This design comes from an exercise in tuning for small area on the open sky130 flow, not from production work. Only simulation tests tie the RTL to the original design; equivalence was not proved. Power and IR drop assume default switching activity.

### config.mk
export PLATFORM = sky130hd
export DESIGN_NAME = Buzzer
export DESIGN_NICKNAME = Buzzer
export VERILOG_FILES = /design/flow/design.v
export SDC_FILE = /design/flow/constraint.sdc
export NUM_CORES = 4
export LEC_CHECK = 0
export CAP_MARGIN = 20
export CORE_MARGIN = 2
export CORE_UTILIZATION = 40
export SLEW_MARGIN = 20
### constraint.sdc
create_clock -name core_clock -period 10.0 [get_ports {clk}]
set_input_delay 2.0000 -clock core_clock [delete_from_list [all_inputs] [get_ports {clk}]]
set_output_delay 2.0000 -clock core_clock [all_outputs]
set_load 0.01 [all_outputs]
### design.v
module APB_BDMAC(input wire clk,rst_n,
             input wire PWRITE,PSEL,
             input wire Bref,Sref,
             input wire PENABLE,
             input wire[31:0] PWRDATA,PADDR,
             output reg[31:0] PRDDATA,
             output reg[31:0] BRstAddr,SRstAddr,
             output reg[1:0] SPri,
             output reg isCyl,BisPlaying,Bstop,SisPlaying);
    reg[31:0] PADDR_Reg;
    reg WriteEnb;
    always @(posedge clk or negedge rst_n) begin
        if(!rst_n)begin
            PADDR_Reg  <= 32'b0;
            WriteEnb   <=     0;
            BRstAddr   <= 32'b0;
            SRstAddr   <= 32'b0;
            SPri       <=  2'b0;
            isCyl      <=     0;
            BisPlaying <=     0;
            Bstop      <=     0;
            SisPlaying <=     0;
        end
        else begin
            PADDR_Reg  <= PADDR;
            WriteEnb   <= PSEL&PWRITE;
            if(WriteEnb&PENABLE)begin
                case(PADDR_Reg[3:0])
                    4'h0:begin
                        BRstAddr <= PWRDATA;
                    end
                    4'h4:begin
                        {isCyl,BisPlaying,Bstop} <= PWRDATA[2:0];
                    end
                    4'h8:begin
                        SRstAddr <= PWRDATA;
                    end
                    4'hc:begin
                        {SPri,SisPlaying} <= PWRDATA[2:0];
                    end
                endcase
            end
            if(Bref)begin
                BisPlaying <= isCyl;
            end
            if(Sref)begin
                SisPlaying <= 1'b0;
            end
        end
    end
    always @(*) begin
        case(PADDR_Reg[3:0])
            4'h0:begin
                PRDDATA <= BRstAddr;
            end
            4'h4:begin
                PRDDATA <= {29'b0,isCyl,BisPlaying,Bstop};
            end
            4'h8:begin
                PRDDATA <= SRstAddr;
            end
            4'hc:begin
                PRDDATA <= {29'b0,SPri,SisPlaying};
            end
            default:begin
                PRDDATA <= 32'b0;
            end
        endcase
    end
endmodule
module BuzzerCtr(input wire clk,rst_n,
                 input wire isPlaying,BeatFinish,BReady,stop,
                 input wire[15:0] Buf,
                 output reg AddrCntRstn,AddrCntEn,
                 output reg BeatCntRstn,BeatCntEn,
                 output reg TunePWMRstn,
                 output wire TunePWMEn,
                 output reg BDMAstart,BDMARstn,BDMAAddrSel,fetch,
                 output reg refr);
    parameter S0       = 3'b000;
    parameter ReadNMov = 3'b001;
    parameter PLAY     = 3'b010;
    parameter STOP     = 3'b011;
    parameter STAY     = 3'b100;
    parameter MOVE     = 3'b101;
    reg[2:0] curr_state,next_state;
    always @(posedge clk or negedge rst_n) begin
        if(!rst_n)begin
            curr_state <= S0;
        end
        else begin
            curr_state <= next_state;
        end
    end
    always @(*) begin
        case(curr_state)
            S0:begin
                if(isPlaying)begin
                    next_state = ReadNMov;
                    AddrCntRstn = 0;
                    AddrCntEn   = 0;
                    BeatCntRstn = 0;
                    BeatCntEn   = 0;
                    TunePWMRstn = 0;
                    BDMAstart   = 1;
                    BDMARstn    = 1;
                    BDMAAddrSel = 0;
                    fetch       = 0;
                    refr         = 0;
                end
                else begin
                    next_state = S0;
                    AddrCntRstn = 0;
                    AddrCntEn   = 0;
                    BeatCntRstn = 0;
                    BeatCntEn   = 0;
                    TunePWMRstn = 0;
                    BDMAstart   = 0;
                    BDMARstn    = 0;
                    BDMAAddrSel = 0;
                    fetch       = 0;
                    refr         = 0;
                end
            end
            ReadNMov:begin
                if(isPlaying)begin
                    if(BReady)begin
                        next_state = PLAY;
                        AddrCntRstn = 1;
                        AddrCntEn   = 0;
                        BeatCntRstn = 0;
                        BeatCntEn   = 0;
                        TunePWMRstn = 0;
                        BDMAstart   = 0;
                        BDMARstn    = 1;
                        BDMAAddrSel = 1;
                        fetch       = 1;
                        refr         = 0;
                    end
                    else begin
                        next_state = ReadNMov;
                        AddrCntRstn = 1;
                        AddrCntEn   = 0;
                        BeatCntRstn = 0;
                        BeatCntEn   = 0;
                        TunePWMRstn = 0;
                        BDMAstart   = 0;
                        BDMARstn    = 1;
                        BDMAAddrSel = 0;
                        fetch       = 0;
                        refr         = 0;
                    end
                end
                else begin
                    next_state = S0;
                    AddrCntRstn = 0;
                    AddrCntEn   = 0;
                    BeatCntRstn = 0;
                    BeatCntEn   = 0;
                    TunePWMRstn = 0;
                    BDMAstart   = 0;
                    BDMARstn    = 0;
                    BDMAAddrSel = 0;
                    fetch       = 0;
                    refr         = 0;
                end
            end
            PLAY:begin
                if(isPlaying)begin
                    if(!stop)begin
                        if(BeatFinish)begin
                            next_state = STAY;
                            AddrCntRstn = 1;
                            AddrCntEn   = 0;
                            BeatCntRstn = 0;
                            BeatCntEn   = 0;
                            TunePWMRstn = 0;
                            BDMAstart   = 0;
                            BDMARstn    = 1;
                            BDMAAddrSel = 1;
                            fetch       = 0;
                            refr         = 0;
                        end
                        else begin
                            next_state = PLAY;
                            AddrCntRstn = 1;
                            AddrCntEn   = 0;
                            BeatCntRstn = 1;
                            BeatCntEn   = 1;
                            TunePWMRstn = 1;
                            BDMAstart   = 0;
                            BDMARstn    = 1;
                            BDMAAddrSel = 1;
                            fetch       = 0;
                            refr         = 0;
                        end
                    end
                    else begin
                        next_state = STOP;
                        AddrCntRstn = 1;
                        AddrCntEn   = 0;
                        BeatCntRstn = 1;
                        BeatCntEn   = 0;
                        TunePWMRstn = 1;
                        BDMAstart   = 0;
                        BDMARstn    = 1;
                        BDMAAddrSel = 1;
                        fetch       = 0;
                        refr         = 0;
                    end
                end
                else begin
                    next_state = S0;
                    AddrCntRstn = 0;
                    AddrCntEn   = 0;
                    BeatCntRstn = 0;
                    BeatCntEn   = 0;
                    TunePWMRstn = 0;
                    BDMAstart   = 0;
                    BDMARstn    = 0;
                    BDMAAddrSel = 0;
                    fetch       = 0;
                    refr         = 0;
                end
            end
            STOP:begin
                if(isPlaying)begin
                    if(stop)begin
                        next_state = STOP;
                        AddrCntRstn = 1;
                        AddrCntEn   = 0;
                        BeatCntRstn = 1;
                        BeatCntEn   = 0;
                        TunePWMRstn = 1;
                        BDMAstart   = 0;
                        BDMARstn    = 1;
                        BDMAAddrSel = 1;
                        fetch       = 0;
                        refr         = 0;
                    end
                    else begin
                        next_state = PLAY;
                        AddrCntRstn = 1;
                        AddrCntEn   = 0;
                        BeatCntRstn = 1;
                        BeatCntEn   = 0;
                        TunePWMRstn = 1;
                        BDMAstart   = 0;
                        BDMARstn    = 1;
                        BDMAAddrSel = 1;
                        fetch       = 0;
                        refr         = 0;
                    end
                end
                else begin
                    next_state = S0;
                    AddrCntRstn = 0;
                    AddrCntEn   = 0;
                    BeatCntRstn = 0;
                    BeatCntEn   = 0;
                    TunePWMRstn = 0;
                    BDMAstart   = 0;
                    BDMARstn    = 0;
                    BDMAAddrSel = 0;
                    fetch       = 0;
                    refr         = 0;
                end
            end
            STAY:begin
                if(isPlaying)begin
                    if(BReady)begin
                        if(|Buf)begin
                            next_state = MOVE;
                            AddrCntRstn = 1;
                            AddrCntEn   = 1;
                            BeatCntRstn = 0;
                            BeatCntEn   = 0;
                            TunePWMRstn = 0;
                            BDMAstart   = 0;
                            BDMARstn    = 1;
                            BDMAAddrSel = 1;
                            fetch       = 0;
                            refr         = 0;
                        end
                        else begin
                            next_state = S0;
                            AddrCntRstn = 0;
                            AddrCntEn   = 0;
                            BeatCntRstn = 0;
                            BeatCntEn   = 0;
                            TunePWMRstn = 0;
                            BDMAstart   = 0;
                            BDMARstn    = 0;
                            BDMAAddrSel = 1;
                            fetch       = 0;
                            refr         = 1;
                        end
                    end
                    else begin
                        next_state = STAY;
                        AddrCntRstn = 1;
                        AddrCntEn   = 0;
                        BeatCntRstn = 0;
                        BeatCntEn   = 0;
                        TunePWMRstn = 0;
                        BDMAstart   = 0;
                        BDMARstn    = 1;
                        BDMAAddrSel = 1;
                        fetch       = 0;
                        refr         = 0;
                    end
                end
                else begin
                    next_state = S0;
                    AddrCntRstn = 0;
                    AddrCntEn   = 0;
                    BeatCntRstn = 0;
                    BeatCntEn   = 0;
                    TunePWMRstn = 0;
                    BDMAstart   = 0;
                    BDMARstn    = 0;
                    BDMAAddrSel = 0;
                    fetch       = 0;
                    refr         = 0;
                end
            end
            MOVE:begin
                if(isPlaying)begin
                    next_state = PLAY;
                    AddrCntRstn = 1;
                    AddrCntEn   = 0;
                    BeatCntRstn = 0;
                    BeatCntEn   = 0;
                    TunePWMRstn = 0;
                    BDMAstart   = 0;
                    BDMARstn    = 1;
                    BDMAAddrSel = 1;
                    fetch       = 1;
                    refr         = 0;
                end
                else begin
                    next_state = S0;
                    AddrCntRstn = 0;
                    AddrCntEn   = 0;
                    BeatCntRstn = 0;
                    BeatCntEn   = 0;
                    TunePWMRstn = 0;
                    BDMAstart   = 0;
                    BDMARstn    = 1;
                    BDMAAddrSel = 0;
                    fetch       = 0;
                    refr         = 0;
                end
            end
            default:begin
                next_state = S0;
                AddrCntRstn = 0;
                AddrCntEn   = 0;
                BeatCntRstn = 0;
                BeatCntEn   = 0;
                TunePWMRstn = 0;
                BDMAstart   = 0;
                BDMARstn    = 0;
                BDMAAddrSel = 0;
                fetch       = 0;
                refr         = 0;
            end
        endcase
    end
    assign TunePWMEn = BeatCntEn;
endmodule
module BDMA(input wire clk,rst_n,start,fetch,
            input wire[31:0] Addr,
            input wire HREADY,
            input wire[31:0] HRDATA,
            output wire BReady,
            output reg[1:0] HTRANS,
            output reg[15:0] Buf,
            output reg[31:0] HADDR);
    parameter S0        = 2'b00;
    parameter AddrPhase = 2'b01;
    parameter DataPhase = 2'b10;
    parameter ready     = 2'b11;
    reg[1:0] curr_state,next_state;
    always @(posedge clk) begin
        if(!rst_n)begin
            curr_state <= S0;
            Buf <= 16'b0;
            HADDR <= 32'b0;
        end
        else begin
            curr_state <= next_state;
            HADDR <= Addr;
            if((next_state == ready)&(curr_state == DataPhase))begin
                case(HADDR[1])
                    1'b0: Buf <= HRDATA[15:0];
                    1'b1: Buf <= HRDATA[31:16];
                    default: Buf <= HRDATA[15:0];
                endcase
            end
        end
    end
    always @(*) begin
        case(curr_state)
            S0:begin
                if(start)begin
                    next_state = AddrPhase;
                    HTRANS = 2'b00;
                end
                else begin
                    next_state = S0;
                    HTRANS = 2'b00;
                end
            end
            AddrPhase:begin
                if(HREADY)begin
                    next_state = DataPhase;
                    HTRANS = 2'b10;
                end
                else begin
                    next_state = AddrPhase;
                    HTRANS = 2'b10;
                end
            end
            DataPhase:begin
                if(HREADY)begin
                    next_state = ready;
                    HTRANS = 2'b00;
                end
                else begin
                    next_state = DataPhase;
                    HTRANS = 2'b00;
                end
            end
            ready:begin
                if(fetch)begin
                    next_state = AddrPhase;
                    HTRANS = 2'b00;
                end
                else begin
                    next_state = ready;
                    HTRANS = 2'b00;
                end
            end
            default:begin
                next_state = S0;
                HTRANS = 2'b00;
            end
        endcase
    end
    assign BReady = (curr_state == ready);
endmodule
module AddrCnt(input wire clk,rst_n,en,
               input wire[31:0] rstAddr,
               output reg[31:0] Addr,
               output wire[31:0] NextAddr);
    always @(posedge clk) begin
        if(!rst_n)begin
            Addr <= rstAddr;
        end
        else if(en)begin
            Addr <= NextAddr;
        end
    end
    assign NextAddr = Addr+2'b10;
endmodule
module BeatCnt(input wire clk,rst_n,en,
               input wire[27:0] BeatCntParameter,
               output wire BeatFinish);
    reg[27:0] cnt;
    always @(posedge clk) begin
        if(!rst_n)begin
            cnt <= 28'b0;
        end
        else if(en)begin
            cnt <= cnt+1'b1;
        end
    end
    assign BeatFinish = (cnt == BeatCntParameter);
endmodule
module BeatDecoder #(parameter isSim = 0) (input wire[3:0] beat,
                   input wire bpm,
                   output reg[27:0] BeatCntParameter);
    localparam BeatCntParameter_00 = isSim? 28'd100_000_0 : 28'd100_000_000;  
    localparam BeatCntParameter_02 = isSim?  28'd50_000_0 :  28'd50_000_000;  
    localparam BeatCntParameter_04 = isSim?  28'd25_000_0 :  28'd25_000_000;  
    localparam BeatCntParameter_08 = isSim?  28'd12_500_0 :  28'd12_500_000;  
    localparam BeatCntParameter_16 = isSim?   28'd6_250_0 :   28'd6_250_000;  
    localparam BeatCntParameter_32 = isSim?   28'd3_125_0 :   28'd3_125_000;  
    localparam BeatCntParameter_64 = isSim?   28'd1_562_5 :   28'd1_562_500;  
    always @(beat,bpm) begin
        case(beat)
            4'h0: BeatCntParameter = bpm? BeatCntParameter_00*2 : BeatCntParameter_00;
            4'h1: BeatCntParameter = bpm? BeatCntParameter_02*2 : BeatCntParameter_02;
            4'h2: BeatCntParameter = bpm? BeatCntParameter_04*2 : BeatCntParameter_04;
            4'h3: BeatCntParameter = bpm? BeatCntParameter_08*2 : BeatCntParameter_08;
            4'h4: BeatCntParameter = bpm? BeatCntParameter_16*2 : BeatCntParameter_16;
            4'h5: BeatCntParameter = bpm? BeatCntParameter_32*2 : BeatCntParameter_32;
            4'h6: BeatCntParameter = bpm? BeatCntParameter_64*2 : BeatCntParameter_64;
            default: BeatCntParameter = 28'b0;
        endcase
    end
endmodule
module TuneDecoder(input wire[7:0] tune,
                   output reg[19:0] TunePWMParameter);
    localparam TunePWMParameter_do = 20'h2EA9B; 
    localparam TunePWMParameter_ri = 20'h29902; 
    localparam TunePWMParameter_mi = 20'h25093; 
    localparam TunePWMParameter_fa = 20'h22F50; 
    localparam TunePWMParameter_so = 20'h1F23F; 
    localparam TunePWMParameter_la = 20'h1BBE4; 
    localparam TunePWMParameter_xi = 20'h18B73; 
    localparam TunePWMParameter_Do = 20'h1753B; 
    localparam TunePWMParameter_Ri = 20'h14C8F; 
    localparam TunePWMParameter_Mi = 20'h1283E; 
    localparam TunePWMParameter_Fa = 20'h11B44; 
    localparam TunePWMParameter_So = 20'hF920;  
    localparam TunePWMParameter_La = 20'hDDF2;  
    localparam TunePWMParameter_Xi = 20'hC5BA;  
    localparam TunePWMParameter_DO = 20'hBAA2;  
    localparam TunePWMParameter_RI = 20'hA644;  
    localparam TunePWMParameter_MI = 20'h9422;  
    localparam TunePWMParameter_FA = 20'h8BD2;  
    localparam TunePWMParameter_SO = 20'h7C90;  
    localparam TunePWMParameter_LA = 20'h6EF9;  
    localparam TunePWMParameter_XI = 20'h62DE;  
    localparam TunePWMParameter_ST = 20'h0;  
    always @(tune) begin
        case (tune)
            8'h11: TunePWMParameter = TunePWMParameter_do;
            8'h12: TunePWMParameter = TunePWMParameter_ri;
            8'h13: TunePWMParameter = TunePWMParameter_mi;
            8'h14: TunePWMParameter = TunePWMParameter_fa;
            8'h15: TunePWMParameter = TunePWMParameter_so;
            8'h16: TunePWMParameter = TunePWMParameter_la;
            8'h17: TunePWMParameter = TunePWMParameter_xi;
            8'h21: TunePWMParameter = TunePWMParameter_Do;
            8'h22: TunePWMParameter = TunePWMParameter_Ri;
            8'h23: TunePWMParameter = TunePWMParameter_Mi;
            8'h24: TunePWMParameter = TunePWMParameter_Fa;
            8'h25: TunePWMParameter = TunePWMParameter_So;
            8'h26: TunePWMParameter = TunePWMParameter_La;
            8'h27: TunePWMParameter = TunePWMParameter_Xi;       
            8'h31: TunePWMParameter = TunePWMParameter_DO;
            8'h32: TunePWMParameter = TunePWMParameter_RI;
            8'h33: TunePWMParameter = TunePWMParameter_MI;
            8'h34: TunePWMParameter = TunePWMParameter_FA;
            8'h35: TunePWMParameter = TunePWMParameter_SO;
            8'h36: TunePWMParameter = TunePWMParameter_LA;
            8'h37: TunePWMParameter = TunePWMParameter_XI;
            8'h40: TunePWMParameter = TunePWMParameter_ST;
            default:TunePWMParameter = 20'd0; 
        endcase 
    end
endmodule
module TunePWM(input wire clk,rst_n,en,
               input wire[19:0] PWMParameter,
               input wire[1:0] loudness,
               output reg PWM);
    reg[19:0] cnt,PWMDuty;
    always @(posedge clk or negedge rst_n) begin
        if(!rst_n)begin
            cnt <= 20'd0;
            PWM <= 1'b1;
        end
        else begin
            if (en) begin
                if (cnt == PWMParameter) begin
                    cnt <= 20'd0;
                    PWM <= 1'b1;
                end else begin
                    if (cnt == PWMDuty) begin
                        PWM <= ~PWM;
                    end else begin
                        PWM <= PWM;
                    end
                    cnt <= cnt + 1'b1;
                end           
            end else begin
                cnt <= cnt;
                PWM <= PWM;
            end
        end
    end
    always @(loudness,PWMParameter) begin
        case(loudness)
            2'b00: PWMDuty = PWMParameter >> 3;
            2'b01: PWMDuty = PWMParameter >> 2;
            2'b10: PWMDuty = PWMParameter >> 2 + PWMParameter >> 3;
            2'b11: PWMDuty = PWMParameter >> 1;
            default: PWMDuty = PWMParameter >> 1;
        endcase
    end
endmodule
module Buzzer #(parameter isSim = 1,parameter isAHB = 0) (input wire clk,rst_n,
              output wire[31:0] BDMAC_RDATA,
              output wire       BDMAC_READYOUT,
              output wire[1:0]  BDMAC_RESP,
              input wire        BDMAC_SEL,
			  input wire        BDMAC_READY,
              input wire[31:0]  BDMAC_ADDR,
              input wire[1:0]   BDMAC_TRANS,
              input wire        BDMAC_WRITE,
              input wire[31:0]  BDMAC_WDATA,
              output wire[31:0] SBDMA_HADDR,
              output wire[1:0]  SBDMA_HTRANS,
              output wire       SBDMA_HWRITE,
              input wire[31:0]  SBDMA_HRDATA,
              input wire        SBDMA_HREADY,
              output wire[31:0] BBDMA_HADDR,
              output wire[1:0]  BBDMA_HTRANS,
              output wire       BBDMA_HWRITE,
              input wire[31:0]  BBDMA_HRDATA,
              input wire        BBDMA_HREADY,
              output wire PWM);
	wire[31:0] BRstAddr,SRstAddr;
	wire[1:0] SPri;
	wire isCyl,BisPlaying,Bstop,SisPlaying;
	wire ref_BGM,ref_Sound;
	APB_BDMAC APB_BDMAC(
		.clk              (clk),
		.rst_n            (rst_n),
		.PWRITE           (BDMAC_WRITE),
		.PSEL             (BDMAC_SEL),
		.Bref             (ref_BGM),
		.Sref             (ref_Sound),
		.PENABLE          (BDMAC_TRANS[0]),
		.PWRDATA          (BDMAC_WDATA),
		.PADDR            (BDMAC_ADDR),
		.PRDDATA          (BDMAC_RDATA),
		.BRstAddr         (BRstAddr),
		.SRstAddr         (SRstAddr),
		.SPri             (SPri),
		.isCyl            (isCyl),
		.BisPlaying       (BisPlaying),
		.Bstop            (Bstop),
		.SisPlaying       (SisPlaying)
	);
	assign BDMAC_READYOUT = 1'b1;
	assign BDMAC_RESP     = 2'b00;
	assign SBDMA_HWRITE   = 1'b0;
	assign BBDMA_HWRITE   = 1'b0;
	wire BeatFinish_BGM,BReady_BGM;
	wire AddrCntRstn_BGM,AddrCntEn_BGM;
	wire BeatCntRstn_BGM,BeatCntEn_BGM;
	wire TunePWMRstn_BGM,TunePWMEn_BGM;
	wire BDMAstart_BGM,BDMARstn_BGM,BDMAAddrSel_BGM,fetch_BGM;
	wire PWM_BGM;
	wire[15:0] Buf_BGM;
	wire[31:0] BDMAAddr_BGM,Addr_BGM,NextAddr_BGM;
	wire[27:0] BeatCntParameter_BGM;
	wire[19:0] TunePWMParameter_BGM;
	reg[15:0] SoundReg_BGM;
    BuzzerCtr BuzzerCtr_BGM(
		.clk              (clk),
		.rst_n            (rst_n),
		.isPlaying        (BisPlaying),
		.BeatFinish       (BeatFinish_BGM),
		.BReady           (BReady_BGM),
		.stop             (Bstop),
		.Buf              (Buf_BGM),
		.AddrCntRstn      (AddrCntRstn_BGM),
		.AddrCntEn        (AddrCntEn_BGM),
		.BeatCntRstn      (BeatCntRstn_BGM),
		.BeatCntEn        (BeatCntEn_BGM),
		.TunePWMRstn      (TunePWMRstn_BGM),
		.TunePWMEn        (TunePWMEn_BGM),
		.BDMAstart        (BDMAstart_BGM),
		.BDMARstn         (BDMARstn_BGM),
		.BDMAAddrSel      (BDMAAddrSel_BGM),
		.fetch            (fetch_BGM),
		.refr             (ref_BGM)
    );
    BDMA BDMA_BGM(
		.clk              (clk),
		.rst_n            (BDMARstn_BGM&rst_n),
		.start            (BDMAstart_BGM),
		.fetch            (fetch_BGM),
		.Addr             (BDMAAddr_BGM),
		.HREADY           (BBDMA_HREADY),
		.HRDATA           (BBDMA_HRDATA),
		.BReady           (BReady_BGM),
		.HTRANS           (BBDMA_HTRANS),
		.Buf              (Buf_BGM),
		.HADDR            (BBDMA_HADDR)
    );
    AddrCnt AddrCnt_BGM(
		.clk              (clk),
		.rst_n            (AddrCntRstn_BGM&rst_n),
		.en               (AddrCntEn_BGM),
		.rstAddr          (BRstAddr),
		.Addr             (Addr_BGM),
		.NextAddr         (NextAddr_BGM)
    );
    BeatCnt BeatCnt_BGM(
		.clk              (clk),
		.rst_n            (BeatCntRstn_BGM&rst_n),
		.en               (BeatCntEn_BGM),
		.BeatCntParameter (BeatCntParameter_BGM),
		.BeatFinish       (BeatFinish_BGM)
    );
    BeatDecoder #(isSim) BeatDecoder_BGM(
		.beat             (SoundReg_BGM[11:8]),
		.bpm              (1'b1),
		.BeatCntParameter (BeatCntParameter_BGM)
    );
    TuneDecoder TuneDecoder_BGM(
		.tune             (SoundReg_BGM[7:0]),
		.TunePWMParameter (TunePWMParameter_BGM)
    );
    TunePWM TunePWM_BGM(
        .clk              (clk),
		.rst_n            (TunePWMRstn_BGM&rst_n),
		.en               (TunePWMEn_BGM),
		.PWMParameter     (TunePWMParameter_BGM),
		.loudness         (2'b11),
		.PWM              (PWM_BGM)
    );
	always @(posedge clk or negedge rst_n)begin
		if(!rst_n)begin
			SoundReg_BGM <= 16'b0;
		end
		else if(fetch_BGM)begin
			SoundReg_BGM <= Buf_BGM;
		end
	end
	assign BDMAAddr_BGM = BDMAAddrSel_BGM?NextAddr_BGM:Addr_BGM;
	wire BeatFinish_Sound,BReady_Sound;
	wire AddrCntRstn_Sound,AddrCntEn_Sound;
	wire BeatCntRstn_Sound,BeatCntEn_Sound;
	wire TunePWMRstn_Sound,TunePWMEn_Sound;
	wire BDMAstart_Sound,BDMARstn_Sound,BDMAAddrSel_Sound,fetch_Sound;
	wire PWM_Sound;
	wire[15:0] Buf_Sound;
	wire[31:0] BDMAAddr_Sound,Addr_Sound,NextAddr_Sound;
	wire[27:0] BeatCntParameter_Sound;
	wire[19:0] TunePWMParameter_Sound;
	reg[15:0] SoundReg_Sound;
    BuzzerCtr BuzzerCtr_Sound(
		.clk              (clk),
		.rst_n            (rst_n),
		.isPlaying        (SisPlaying),
		.BeatFinish       (BeatFinish_Sound),
		.BReady           (BReady_Sound),
		.stop             (1'b0),
		.Buf              (Buf_Sound),
		.AddrCntRstn      (AddrCntRstn_Sound),
		.AddrCntEn        (AddrCntEn_Sound),
		.BeatCntRstn      (BeatCntRstn_Sound),
		.BeatCntEn        (BeatCntEn_Sound),
		.TunePWMRstn      (TunePWMRstn_Sound),
		.TunePWMEn        (TunePWMEn_Sound),
		.BDMAstart        (BDMAstart_Sound),
		.BDMARstn         (BDMARstn_Sound),
		.BDMAAddrSel      (BDMAAddrSel_Sound),
		.fetch            (fetch_Sound),
		.refr             (ref_Sound)
    );
    BDMA BDMA_Sound(
		.clk              (clk),
		.rst_n            (BDMARstn_Sound&rst_n),
		.start            (BDMAstart_Sound),
		.fetch            (fetch_Sound),
		.Addr             (BDMAAddr_Sound),
		.HREADY           (SBDMA_HREADY),
		.HRDATA           (SBDMA_HRDATA),
		.BReady           (BReady_Sound),
		.HTRANS           (SBDMA_HTRANS),
		.Buf              (Buf_Sound),
		.HADDR            (SBDMA_HADDR)
    );
    AddrCnt AddrCnt_Sound(
		.clk              (clk),
		.rst_n            (AddrCntRstn_Sound&rst_n),
		.en               (AddrCntEn_Sound),
		.rstAddr          (SRstAddr),
		.Addr             (Addr_Sound),
		.NextAddr         (NextAddr_Sound)
    );
    BeatCnt BeatCnt_Sound(
		.clk              (clk),
		.rst_n            (BeatCntRstn_Sound&rst_n),
		.en               (BeatCntEn_Sound),
		.BeatCntParameter (BeatCntParameter_Sound),
		.BeatFinish       (BeatFinish_Sound)
    );
    BeatDecoder #(isSim) BeatDecoder_Sound(
		.beat             (SoundReg_Sound[11:8]),
		.bpm              (1'b0),
		.BeatCntParameter (BeatCntParameter_Sound)
    );
    TuneDecoder TuneDecoder_Sound(
		.tune             (SoundReg_Sound[7:0]),
		.TunePWMParameter (TunePWMParameter_Sound)
    );
    TunePWM TunePWM_Sound(
        .clk              (clk),
		.rst_n            (TunePWMRstn_Sound&rst_n),
		.en               (TunePWMEn_Sound),
		.PWMParameter     (TunePWMParameter_Sound),
		.loudness         (2'b11),
		.PWM              (PWM_Sound)
    );
	always @(posedge clk or negedge rst_n)begin
		if(!rst_n)begin
			SoundReg_Sound <= 16'b0;
		end
		else if(fetch_Sound)begin
			SoundReg_Sound <= Buf_Sound;
		end
	end
	assign BDMAAddr_Sound = BDMAAddrSel_Sound?NextAddr_Sound:Addr_Sound;
	assign PWM = SisPlaying?PWM_Sound:PWM_BGM;
endmodule
### run.sh
#!/bin/bash
# synth_recipe.tcl (not shown) runs the flow's synth.tcl, then flattens the netlist and writes it again
# the make line also repeats each setting of config.mk as NAME=value (left out here)
make -C /OpenROAD-flow-scripts/flow DESIGN_CONFIG=/design/flow/config.mk WORK_HOME=/design/flow/orfs CLKGATE_MAP_FILE= SYNTH_SCRIPT=/design/flow/synth_recipe.tcl finish
==> metrics.md <==
| Metric | Value |
|---|---|
| Area Overhead vs Synth | 17.6% |
| Slew headroom | 0.306 |
| Core Area | 51500 um^2 |
| Vias in the first global route | approximately 17000 |
| Final hold violation count | 0 |
| Min-Delay Path Depth | 2 |
| Top cell type by total area after synthesis | dfrtp_1 |
| First-pass GRT wire length | ~89 mm |
| Synthesized cell area | about 21000 um^2 |
| DIE AREA | approximately 54000 um^2 |
| Initial Utilization | 0.406 |
| Fin crit period | approximately 4.9 ns |
| Share of layout cells above drive strength 1 | 0.0896 |
| Crit-path max cell delay | 0.71 ns |
| CTS tree | built |
| Pin count of the biggest net entering global routing | 64 |
| Main flop type after synthesis | dfxtp_1 |
| CP required | 8.00 ns |
| IO buf count | roughly 200 |
| Drt first pass iters | 6 |
| IO Pins | between 200 and 250 |
| Crit. End Element | primary output |
| Top area cells in the synthesized netlist | dfrtp_1 17%, dfxtp_1 15%, edfxtp_1 9.2%, xor2_1 5.8%, xnor2_1 5.0% |
| Grt total ovfl | 0 |
| Clk root buf | clkbuf_16 |
| Worst Setup Start Kind | register |
| Cells on worst reg2reg path | 8 |
| CP max FO | 30 |
| Dpl hpwl | 39.8 mm |
| CP max-delay cell | nor2_4 |
| Final period utilization | 0.489 |
| Post-synthesis cell count | approximately 2300 |
| Kind of critical path | reg -> out |
| Clock Skews | 0.0204 ns |
| Hold crit path type | reg -> reg |
| Wirelength, routed | ~56 mm |
| Layout Cells excl Fill | slightly above 3000 |
| Clk latency of the worst-skew pair | roughly 0.57 ns |
| Final ANT Viol Nets | 0 |
| Gpl congestion | 0.864 |
| GR Util All Layers | 0.204 |
| Initial antenna violation count | 3 |
| Final setup fails | 0 |
| Placed insts | around 3000 |
| Slew Viols, Final | 0 |
| Power density over cell area | approximately 150 nW/um^2 |
| Clock tree buffer depth | 3 |
| Initial DRC Count | 1091 |
| RSZ-0062 raised after global routing | false |
| WL per Instance | approximately 18 um |
| Yosys warning total | 9 |
| Setup TNS | 0 ns |
| Register area share after synthesis | 0.417 |
| Fmax | between 0.2 and 0.25 GHz |
| Die height | around 230 um |
| Vias per cell | 5.49 |
| Buffer count from post-CTS setup fixing | 0 |
| Yosys cell types | 98 |
| Worst slew pin tran | 1.04 ns |
| Number of synthesized flops with an enable pin | 64 |
| CP Depth | 5 |
| Num Clock Sinks | between 300 and 400 |
| Avg Cell Area, Syn | 9.16 um^2 |
| Cells along the critical path | nor2_1 > nand2_1 > nor2_4 > a22o_1 > clkdlybuf4s50_1 |
| Worst path buffer plus inverter count | 1 |
| Reg clk slew, reported paths | around 0.06 ns |
| LEAKAGE | 9.02 nW |
| # rows | 83 |
| CTS resizes | 0 |
| Worst path top cell family by delay | simple AND/OR/NAND/NOR gates |
| Via count | 17000 |
| Total CTS buffers | 42 |
| WP data arrival | 2.89 ns |
| VDD IR max | 0.114 mV |
| Async SR Flop Fraction | 0.401 |
| # DRC | 0 |
| Maxcap violations | 0 |
| FILL cells | roughly 5000 |
| Hold Buf Count CTS | 0 |
| Status | finished clean |
| Fin nets | around 2500 |
| CTS H-tree depth | 2 |
| FF+latch count, synth | ~370 |
| Die Span X | about 230 um |
| Share of the synthesized area in the top cell type | 0.174 |
[final cells by class]
cell class	count	area, um^2	area share
Inverter	35	131	0.00534
Multi-Input combinational cell	1714	11300	0.461
Antenna cell	1	2.50	0.000102
Clock buffer	66	1270	0.0519
Timing Repair Buffer	218	2150	0.0873
Sequential cell	367	8730	0.355
Clock inverter	11	118	0.00478
Tap cell	680	851	0.0346
[placed cells by master (no fill, tap or decap), drive strengths merged, types with 19 or more instances in the layout]
cell type      synthesis  routed
a211oi                41      41
a21oi                 92      92
a22o                  31      31
and2                  33      33
and3                  48      48
clkbuf                97      66
clkdlybuf4s50          0     204
dfrtp                145     145
dfxtp                156     156
edfxtp                64      64
inv                   35      37
mux2                  91      91
mux2i                 42      42
nand2                187     187
nand2b                19      19
nand3                 72      72
nand4                 46      46
nor2                 267     267
nor2b                 35      35
nor3                  41      41
nor4                  38      38
o21ai                100     100
or3                   23      23
xnor2                121     121
xor2                 139     139
[final timing paths]
kind                                                from               endpoint  slack (ns)
setup reg to reg                        SoundReg_BGM[10]    TunePWM_BGM.cnt[13]        6.05
hold reg to reg                       BDMA_Sound.Buf[10]     SoundReg_Sound[10]        0.48
setup / recovery                  APB_BDMAC.PADDR_Reg[1]        BDMAC_RDATA[10]        5.11
min in group asynchronous  BuzzerCtr_Sound.curr_state[0]  TunePWM_Sound.cnt[17]        1.08
max in group asynchronous                          rst_n    TunePWM_BGM.cnt[15]        5.86
hold / removal                        BDMA_Sound.Buf[10]     SoundReg_Sound[10]        0.48
[worst reg2reg max path, cell delays in order (launching register included)]
cell	delay, ns
dfrtp_1	0.83
xor2_1	0.31
or2_2	0.36
a211oi_1	0.24
o211ai_1	0.17
nor4_4	0.58
nand2b_1	0.75
and2b_1	0.43
a21oi_1	0.19
[routing by layer]
metal / GRT usage / vias to the layer above / routed length [um]
li1: - / 8283 / -
met1: 0.264 / 8258 / 24900
met2: 0.339 / 358 / 26700
met3: 0.0498 / 83 / 3250
met4: 0.0585 / 4 / 1310
met5: 0 / - / 27
[metrics by stage]
stage	hold WS, ns	setup slack, ns	power, W	instance area [um^2]	util
finish	0.481	5.11	0.00373	24600	0.477
global route	0.510	4.97	0.00388	24600	0.477
CTS	0.491	5.11	0.00377	24600	0.477
detailed placement	0.482	5.10	0.00221	23200	0.450
global placement	0.476	5.22	0.00220	23200	0.450
floorplan	0.439	6.14	0.00200	20900	-
[synthesized netlist by cell type, types with 36 or more instances]
cell type	count
buf_2	36
and3_1	48
xnor2_1	120
nand3_1	72
nand4_1	45
dfxtp_1	156
mux2_2	91
edfxtp_1	64
a21oi_1	91
dfrtp_1	145
mux2i_1	42
nor3_1	37
nor2_1	266
clkbuf_1	96
o21ai_0	98
xor2_1	139
a211oi_1	41
nand2_1	187
[sequential cells by signal, indices dropped and copies added, names as in the netlist, 20 cells and up]
name / count
BeatCnt_Sound.cnt: 28
BeatCnt_BGM.cnt: 28
APB_BDMAC.BRstAddr: 32
AddrCnt_BGM.Addr: 32
APB_BDMAC.SRstAddr: 32
AddrCnt_Sound.Addr: 32
TunePWM_BGM.cnt: 20
BDMA_Sound.HADDR: 32
TunePWM_Sound.cnt: 20
BDMA_BGM.HADDR: 32
[kinds of logic (layout without fill, tap and decap cells)]
group,Yosys count,count (layout),synth area share
compound gates,392,392,0.124
flops,367,367,0.417
fa+ha+maj,6,6,0.00359
mux,137,137,0.0734
other cells,2,8,0.000359
buf+inv,206,330,0.0439
simple gates,912,912,0.229
xor+xnor,260,260,0.109
[where the power goes]
part	internal, W	switching [W]
sequential	0.00165	0.000138
clock	0.000929	0.000625
combinational	0.000207	0.000179

-- re-timing with driven ports --
In the flow no input, the clock included, has a driving cell. The finished layout below was timed again as built, in two steps. Step 1: set_driving_cell puts a clkbuf_16 on clk and a buf_2 on each other input, an assumption about the parent block. Step 2 moves the port delays by t, midway between the first and last clock arrival at a register: inputs arrive t later, outputs are due t later. That takes back most of the time a late clock gives input paths. Slacks: ideal / step 1 / step 2; pairs: ideal / step 1.
shift t [ns]: 0.610
slack for setup (ns): 5.109 / 5.054 / 5.249
latest minus earliest clock arrival (ns): 0.020 / 0.020
slew at the worst register clock pin (ns): 0.06 / 0.06
cell pins on the clock port's net: 1
After both steps setup and hold are still met in this run. For this run, drivers alone change the setup slack by -0.055 ns; drivers and shift together by +0.140 ns. Setup slack includes reset recovery checks.
